This design comes from an exercise in tuning for small area, a short achievable clock period and few clock cycles on the open sky130 flow, not from production work.
Where RTL was checked, it was by simulation tests only, not by an equivalence proof against the original.

## run E
// mult
module mult #(parameter XLEN = 32, parameter NUM_STAGE = 4)
(
    input clock, reset,
    input start,
    input [1:0] sign,
    input [XLEN-1:0] mcand, mplier,
    output [(2*XLEN)-1:0] product,
    output logic done
);
==> flow/config.mk <==
export PLATFORM = sky130hd
export DESIGN_NAME = mult
export DESIGN_NICKNAME = mult
export VERILOG_FILES = /design/flow/design.v
export SDC_FILE = /design/flow/constraint.sdc
export NUM_CORES = 4
export LEC_CHECK = 0
export ABC_AREA = 1
export CAP_MARGIN = 20
export CORE_MARGIN = 2
export CORE_UTILIZATION = 40
export CTS_CLUSTER_DIAMETER = 100
export CTS_CLUSTER_SIZE = 20
export PLACE_DENSITY = 0.6
export SLEW_MARGIN = 20
export SYNTH_HIERARCHICAL = 1
==> flow/constraint.sdc <==
create_clock -name core_clock -period 10.0 [get_ports {clock}]
set_input_delay 2.0000 -clock core_clock [delete_from_list [all_inputs] [get_ports {clock}]]
set_output_delay 2.0000 -clock core_clock [all_outputs]
set_load 0.01 [all_outputs]
standard.sh (not shown) runs the stock make flow with config.mk's settings and CLKGATE_MAP_FILE= SYNTH_SCRIPT=/design/flow/synth_recipe.tcl, a recipe that flattens the netlist after the stock synthesis.
==> flow/flow/run.sh <==
#!/bin/bash
set -euo pipefail
bash standard.sh SETUP_SLACK_MARGIN=6.75 "BUFFER_PORTS_ARGS=-buffer_cell sky130_fd_sc_hd__buf_1" finish > flow_make.log 2>&1
Run E went all the way through synthesis, placement and routing and the layout is clean on timing, DRC and antenna.
Testbench counts of run E, summed over its fixed seeds: cycles 7,056.
Inputs modified between run E and run Y:
==> flow/flow/run.sh <==
#!/bin/bash
set -euo pipefail
bash standard.sh SETUP_SLACK_MARGIN=6.85 "BUFFER_PORTS_ARGS=-buffer_cell sky130_fd_sc_hd__buf_1" finish > flow_make.log 2>&1
==> comparison <==
Worst slew margin relative to its limit, run Y and run E: smaller value in run E. The final reports for run Y and run E show design area higher in the former. Fmax (run Y vs. run E) increases by a few percent. Comparing run Y and run E, the lower combined area of the multi-input logic cells is on run E. met1 layer wirelength in the final routing up about 2% in run Y wrt run E.


Another version of the RTL of mult (not shown whole).
For scale: about 3200 cells after synthesis, ~360 flip-flops, ~130 I/O pins, about 0.032 mm^2 of cells after synthesis.
==> flow/design.v (excerpt) <==
module mult #(parameter XLEN = 32, parameter NUM_STAGE = 4)
(
    input clock, reset,
    input start,
    input [1:0] sign,
    input [XLEN-1:0] mcand, mplier,
    output [(2*XLEN)-1:0] product,
    output logic done
);
clock: 10.0 ns
lec_check: 0
abc_area: 1
cap_margin: 20
core_margin: 2
core_utilization: 40
cts_cluster_diameter: 100
cts_cluster_size: 20
place_density: 0.6
slew_margin: 20
synth_hierarchical: 1
==> flow/flow/run.sh <==
#!/bin/bash
set -euo pipefail
bash standard.sh SETUP_SLACK_MARGIN=6.6 "BUFFER_PORTS_ARGS=-buffer_cell sky130_fd_sc_hd__buf_2" finish > flow_make.log 2>&1
The starting point ran to the end with no violations.
Testbench counts at the start, summed over its fixed seeds: cycles 7,056.
Then changed:
==> flow/flow/run.sh (replaced) <==
#!/bin/bash
set -euo pipefail
bash standard.sh SETUP_SLACK_MARGIN=6.75 "BUFFER_PORTS_ARGS=-buffer_cell sky130_fd_sc_hd__buf_2" finish > flow_make.log 2>&1
The changed run finished clean; via count rose by 0.82%; final area rose by 3.4%; global-route usage is about the same.
Then changed:
==> flow/flow/run.sh (replaced) <==
#!/bin/bash
set -euo pipefail
bash standard.sh SETUP_SLACK_MARGIN=6.7 "BUFFER_PORTS_ARGS=-buffer_cell sky130_fd_sc_hd__buf_1" finish > flow_make.log 2>&1
=>
- The changed run ran to the end with no violations
- maximum frequency goes down by 1.8%
- via count went down by 0.40%
- register-to-register slack is worse by 60 ps
- utilization fell by 0.38 points
- clock-buffer cell count grows by 1
- final area came out lower by 0.84%
- synthesized cell count does not change
- cell count barely changes
Then changed:
==> flow/flow/run.sh (replaced) <==
#!/bin/bash
set -euo pipefail
bash standard.sh SETUP_SLACK_MARGIN=6.6 "BUFFER_PORTS_ARGS=-buffer_cell sky130_fd_sc_hd__buf_1" finish > flow_make.log 2>&1
Result: The new run finished clean. Sequential share of layout area grows by 0.51 points. Sequential cell count stays the same. Fmax shrinks by 2.3%. Clock skew stays flat.


mult, a different RTL version from the one above (not shown whole).
Size: about 390 flip-flops, ~130 I/O pins.
clock: 10.0 ns
lec_check: 0
abc_area: 1
cap_margin: 20
core_margin: 2
core_utilization: 40
cts_buf_list: sky130_fd_sc_hd__clkbuf_4 sky130_fd_sc_hd__clkbuf_8
cts_cluster_size: 20
place_density: 0.6
slew_margin: 20
synth_hierarchical: 1
==> flow/flow/run.sh <==
#!/bin/bash
set -euo pipefail
bash standard.sh SETUP_SLACK_MARGIN=6.6 "BUFFER_PORTS_ARGS=-buffer_cell sky130_fd_sc_hd__buf_2" finish > flow_make.log 2>&1
Then changed:
Settings changed: CTS_BUF_LIST sky130_fd_sc_hd__clkbuf_4 sky130_fd_sc_hd__clkbuf_8 to not set, CTS_CLUSTER_SIZE 20 to not set.
Effect: The new run finished with timing, DRC and antenna clean; sequential share of layout area is about the same; clock skew is lower by 0.039 ns; via count is lower by 0.32%.
Then changed:
Settings changed: CTS_BUF_LIST set to sky130_fd_sc_hd__clkbuf_8, CTS_CLUSTER_SIZE set to 30.
Maximum frequency decreases slightly.
Count of clock-buffer cells in the layout rises by 34.
Wire length barely changes.
Die area does not change.
Critical path depth drops by 1.
Non-clock buffer count drops by 3.
Utilization hardly moves.
Function was not checked in any run of this note: the RTL went through the layout flow alone.


mult, a different RTL version from the one above (not shown whole).
Size in the first run: ~350 flip-flops.
// mult
module mult #(parameter XLEN = 32, parameter NUM_STAGE = 4)
(
    input clock, reset,
    input start,
    input [1:0] sign,
    input [XLEN-1:0] mcand, mplier,
    output [(2*XLEN)-1:0] product,
    output logic done
);
    wire [32:0] a = {sign[0] & mcand[31], mcand};
    wire [32:0] b = {sign[1] & mplier[31], mplier};
    wire one0_d = b[0] ^ 1'b0;
    wire two0_d = (b[1] & ~b[0] & ~1'b0) | (~b[1] & b[0] & 1'b0);
    wire neg0_d = b[1];
    wire one1_d = b[2] ^ b[1];
    wire two1_d = (b[3] & ~b[2] & ~b[1]) | (~b[3] & b[2] & b[1]);
    wire neg1_d = b[3];
    wire one2_d = b[4] ^ b[3];
    wire two2_d = (b[5] & ~b[4] & ~b[3]) | (~b[5] & b[4] & b[3]);
    wire neg2_d = b[5];
    wire one3_d = b[6] ^ b[5];
    wire two3_d = (b[7] & ~b[6] & ~b[5]) | (~b[7] & b[6] & b[5]);
    wire neg3_d = b[7];
    wire one4_d = b[8] ^ b[7];
    wire two4_d = (b[9] & ~b[8] & ~b[7]) | (~b[9] & b[8] & b[7]);
    wire neg4_d = b[9];
    wire one5_d = b[10] ^ b[9];
    wire two5_d = (b[11] & ~b[10] & ~b[9]) | (~b[11] & b[10] & b[9]);
    wire neg5_d = b[11];
    wire one6_d = b[12] ^ b[11];
    wire two6_d = (b[13] & ~b[12] & ~b[11]) | (~b[13] & b[12] & b[11]);
    wire neg6_d = b[13];
    wire one7_d = b[14] ^ b[13];
  ...
export LEC_CHECK = 0
export ABC_AREA = 1
export CAP_MARGIN = 20
export CORE_MARGIN = 2
export CORE_UTILIZATION = 40
export CTS_CLUSTER_DIAMETER = 100
export CTS_CLUSTER_SIZE = 20
export PLACE_DENSITY = 0.6
export SLEW_MARGIN = 20
export SYNTH_HIERARCHICAL = 1
export TNS_END_PERCENT = 5
create_clock -name core_clock -period 10.0 [get_ports {clock}]
==> flow/flow/run.sh <==
#!/bin/bash
set -euo pipefail
bash standard.sh SETUP_SLACK_MARGIN=6.75 "BUFFER_PORTS_ARGS=-buffer_cell sky130_fd_sc_hd__buf_1" finish > flow_make.log 2>&1
The baseline completed without violations.
Testbench counts at the start, summed over its fixed seeds: cycles 7,056.
Rerun with:
- TNS_END_PERCENT: 5 -> default
What happened: Cell count is about the same. Cell area is higher by 1.4%. Setup slack improved by 95 ps. Non-clock buffer count went up by 12. Hold slack stays flat. Synthesized cell count stays the same. First-iteration DRC count climbs by 7.4%. Via count is higher by 1.5%.
Rerun with:
==> flow/flow/run.sh (replaced) <==
#!/bin/bash
set -euo pipefail
bash standard.sh SETUP_SLACK_MARGIN=6.75 "BUFFER_PORTS_ARGS=-buffer_cell sky130_fd_sc_hd__buf_2" finish > flow_make.log 2>&1
Maximum frequency is about the same.
Die area is unchanged.
Worst setup slack hardly moves.


## run A
mult, a different RTL version from the one above (not shown whole).
Size: ~3800 cells after synthesis, about 390 flip-flops, roughly 130 I/O pins, roughly 34000 um^2 of cells after synthesis.
// mult
module mult #(parameter XLEN = 32, parameter NUM_STAGE = 4)
(
    input clock, reset,
    input start,
    input [1:0] sign,
    input [XLEN-1:0] mcand, mplier,
    output [(2*XLEN)-1:0] product,
    output logic done
);
clock: 10.0 ns
lec_check: 0
abc_area: 1
cap_margin: 20
core_margin: 2
core_utilization: 40
place_density: 0.6
slew_margin: 20
synth_hierarchical: 1
==> flow/flow/run.sh <==
#!/bin/bash
set -euo pipefail
bash standard.sh SETUP_SLACK_MARGIN=6.6 "BUFFER_PORTS_ARGS=-buffer_cell sky130_fd_sc_hd__buf_2" finish > flow_make.log 2>&1
Testbench counts of run A, summed over its fixed seeds: cycles 7,056.
> inputs changed (run A -> run B)
==> flow/run.sh (new file) <==
#!/bin/bash
# synth_recipe.tcl (not shown) runs the flow's synth.tcl, then flattens the netlist and writes it again
# the make line also repeats each setting of config.mk as NAME=value (left out here)
make -C /OpenROAD-flow-scripts/flow DESIGN_CONFIG=/design/flow/config.mk WORK_HOME=/design/flow/orfs CLKGATE_MAP_FILE= SYNTH_SCRIPT=/design/flow/synth_recipe.tcl finish
removed: flow/flow/run.sh
removed: flow/standard.sh
- Having completed the whole flow, run B delivered a layout that passed the timing, design-rule and antenna checks.
- Run A ended up with more cell instances than run B did.
- Run B ends up with higher pre-CTS worst setup slack than run A does.
- On footprint of the multi-input gates, run B and run A are neck and neck.
- Pin count of the biggest net entering global routing came out exactly the same in run B and run A.
- The normalized max-slew margin of run B is higher than that of run A.
- Lower DRC violation total after the first TritonRoute iteration goes to run B over run A.
- Run A → run B: total length of routed met2 wires went down 1100 um, post-placement cell area grew by 670 um^2, critical path depth went up.
- Between run B and run A, non-clock buffer area fraction after layout is lower for run A, run B comes in above that.
Inputs modified between run B and run C:
==> flow/flow/run.sh (new file) <==
#!/bin/bash
set -euo pipefail
bash standard.sh SETUP_SLACK_MARGIN=6.6 finish > flow_make.log 2>&1
==> flow/standard.sh (new file) <==
#!/bin/bash
# synth_recipe.tcl (not shown) runs the flow's synth.tcl, then flattens the netlist and writes it again
# the make line also repeats each setting of config.mk as NAME=value (left out here)
make -C /OpenROAD-flow-scripts/flow DESIGN_CONFIG=/design/flow/config.mk WORK_HOME=/design/flow/orfs CLKGATE_MAP_FILE= SYNTH_SCRIPT=/design/flow/synth_recipe.tcl "${@:-finish}"
removed: flow/run.sh
### Flow results
- The flow did not stop early for run C: all stages ran, and the layout cleared the timing, design-rule and antenna checks.
- Register bit total from synthesis: run B vs run C identical
- Run B has a higher portion of the clock cycle consumed by the worst path in the final layout than run C.
- Status: via count of the first global-routing pass parity (run B, run C)
- Run C and run B ended up with nearly the same latest clock arrival within the worst-skew pair.
- Going from run B to run C, via count grew slightly.
- In the metrics for run C and run B, the one carrying the lower register-to-register path setup slack is run B.
- Diff run B -> run C: average wire per standard cell held.


Another version of the RTL of mult (not shown whole).
Size in the first run: about 3,200 cells after synthesis, about 130 I/O pins.
Settings: LEC_CHECK=0, ABC_AREA=1, CAP_MARGIN=20, CORE_MARGIN=2, CORE_UTILIZATION=40, CTS_CLUSTER_DIAMETER=100, CTS_CLUSTER_SIZE=20, PLACE_DENSITY=0.6, SLEW_MARGIN=20, SYNTH_HIERARCHICAL=1; clock period 10.0 ns.
==> flow/flow/run.sh <==
#!/bin/bash
set -euo pipefail
bash standard.sh SETUP_SLACK_MARGIN=6.6 "BUFFER_PORTS_ARGS=-buffer_cell sky130_fd_sc_hd__buf_2" finish > flow_make.log 2>&1
Testbench counts at the start, summed over its fixed seeds: cycles 7,056.
Next try:
--- a/flow/config.mk
+++ b/flow/config.mk
@@ -9,8 +9,8 @@
 export CAP_MARGIN = 20
 export CORE_MARGIN = 2
-export CORE_UTILIZATION = 40
+export CORE_UTILIZATION = 65
 export CTS_CLUSTER_DIAMETER = 100
 export CTS_CLUSTER_SIZE = 20
-export PLACE_DENSITY = 0.6
+export PLACE_DENSITY = 0.75
 export SLEW_MARGIN = 20
 export SYNTH_HIERARCHICAL = 1
Result: Global-route usage went up by 18 points. Area after synthesis is unchanged. Wire length rose by 1.6%. Clock skew falls by 15 ps.


mult, a different RTL version from the one above (not shown whole).
Size: about 210 flip-flops, ~130 I/O pins, roughly 27000 um2 of cells after synthesis.
clock: 10.0 ns
lec_check: 0
abc_area: 1
cap_margin: 20
core_margin: 2
core_utilization: 40
place_density: 0.6
slew_margin: 20
synth_hierarchical: 1
==> flow/flow/run.sh <==
#!/bin/bash
set -euo pipefail
bash standard.sh SETUP_SLACK_MARGIN=6.3 finish > flow_make.log 2>&1
Change:
==> flow/run.sh (new file) <==
#!/bin/bash
# synth_recipe.tcl (not shown) runs the flow's synth.tcl, then flattens the netlist and writes it again
# the make line also repeats each setting of config.mk as NAME=value (left out here)
make -C /OpenROAD-flow-scripts/flow DESIGN_CONFIG=/design/flow/config.mk WORK_HOME=/design/flow/orfs CLKGATE_MAP_FILE= SYNTH_SCRIPT=/design/flow/synth_recipe.tcl finish
removed: flow/flow/run.sh
removed: flow/standard.sh
The changed run finished clean.
Synthesized cell count stays the same.
Final area goes down by 17%.
Area after synthesis is unchanged.
Non-clock buffer count went down by 116.
Sequential cell count is unchanged.
Worst hold slack is better by 0.012 ns.
Routed wire length shrinks by about 12%.
No functional check of the RTL was part of any run of this note.


== run P ==
Another version of the RTL of mult (not shown whole).
Size in the first run: about 3700 cells after synthesis, ~360 flip-flops, roughly 130 I/O pins, about 0.033 mm^2 of cells after synthesis.
export LEC_CHECK = 0
export ABC_AREA = 1
export CAP_MARGIN = 20
export CORE_MARGIN = 2
export CORE_UTILIZATION = 40
export CTS_CLUSTER_DIAMETER = 120
export CTS_CLUSTER_SIZE = 22
export PLACE_DENSITY = 0.6
export SLEW_MARGIN = 20
export SYNTH_HIERARCHICAL = 1
create_clock -name core_clock -period 10.0 [get_ports {clock}]
==> flow/flow/run.sh <==
#!/bin/bash
set -euo pipefail
bash standard.sh SETUP_SLACK_MARGIN=6.8 "BUFFER_PORTS_ARGS=-buffer_cell sky130_fd_sc_hd__buf_2" finish > flow_make.log 2>&1
The following lists how run M was set up differently from run P:
- a change of ABC_AREA from 1 to 0
- a change of CTS_CLUSTER_DIAMETER from 120 to 100
- a change of CTS_CLUSTER_SIZE from 22 to 20
==> flow/flow/run.sh <==
#!/bin/bash
set -euo pipefail
bash standard.sh SETUP_SLACK_MARGIN=6.6 "BUFFER_PORTS_ARGS=-buffer_cell sky130_fd_sc_hd__buf_2" finish > flow_make.log 2>&1
## What came out
Diff run P -> run M: estimated wirelength of the detail-placed design down about 18%, area growth from synthesis to layout lost 0.46 points, post-synthesis instance area fell by about 4%, depth of the critical timing path with buffers and inverters included moved up.
Summary — die area, run M relative to run P: lower, by 4.2%.
In the flow results for run M and run P, the register area is smaller on run P.
Delta (run M minus run P): total wire length decreased by 13% relative to the old numbers, final standard cell area without fillers went down, initial core utilization climbed 0.33 points, synthesized cell count -706.
No run of this note included a check of the RTL's function; only the layout flow was run.

-- afterwards: timing with drivers on the ports --
The flow's constraints put no driver on any port. The routed layouts listed below were extracted and timed again, unchanged, in two steps.
Step 1, drivers: a clkbuf_16 drives clock and a buf_2 each remaining input, both assumed.
Step 2 adds t to the input delays and takes it off the output delays; t is the mean of the earliest and latest rising clock arrival at the registers after step 1. Input paths then give back, and output paths get back, about the clock's delay inside the block.
Slacks: ideal / step 1 / step 2; pairs: ideal / step 1.
| run | shift t [ns] | setup slack, ns | slew at the worst register clock pin (ns) |
|---|---|---|---|
| run E | 0.644 | 6.716 / 6.716 / 6.716 | 0.09 / 0.09 |
| run Y | 0.639 | 6.824 / 6.824 / 6.824 | 0.09 / 0.09 |
| the first run of note 2 | 0.676 | 6.603 / 6.603 / 6.603 | 0.10 / 0.10 |
| the second run of note 2 | 0.673 | 6.755 / 6.755 / 6.755 | 0.09 / 0.09 |
| the third run of note 2 | 0.671 | 6.695 / 6.695 / 6.695 | 0.09 / 0.09 |
| the fourth run of note 2 | 0.673 | 6.619 / 6.619 / 6.619 | 0.09 / 0.09 |
| the first run of note 3 | 0.738 | 6.633 / 6.633 / 6.633 | 0.07 / 0.07 |
| the second run of note 3 | 0.679 | 6.657 / 6.657 / 6.657 | 0.07 / 0.07 |
| the third run of note 3 | 0.744 | 6.636 / 6.636 / 6.636 | 0.07 / 0.07 |
| the first run of note 4 | 0.663 | 6.634 / 6.634 / 6.634 | 0.09 / 0.09 |
| the second run of note 4 | 0.666 | 6.729 / 6.729 / 6.729 | 0.09 / 0.09 |
| the third run of note 4 | 0.665 | 6.728 / 6.728 / 6.728 | 0.09 / 0.09 |
| run A | 0.681 | 6.629 / 6.629 / 6.629 | 0.07 / 0.07 |
| run B | 0.672 | 6.227 / 6.227 / 6.227 | 0.07 / 0.07 |
| run C | 0.669 | 6.614 / 6.614 / 6.614 | 0.07 / 0.07 |
| the first run of note 6 | 0.673 | 6.581 / 6.581 / 6.581 | 0.09 / 0.09 |
| the second run of note 6 | 0.639 | 6.581 / 6.581 / 6.581 | 0.09 / 0.09 |
| the first run of note 7 | 0.649 | 4.758 / 4.696 / 5.344 | 0.07 / 0.07 |
| the second run of note 7 | 0.631 | 4.141 / 4.079 / 4.710 | 0.06 / 0.06 |
| run P | 0.669 | 6.771 / 6.771 / 6.771 | 0.10 / 0.10 |
| run M | 0.661 | 6.290 / 6.290 / 6.290 | 0.09 / 0.09 |
After both steps every run listed still meets setup and hold.
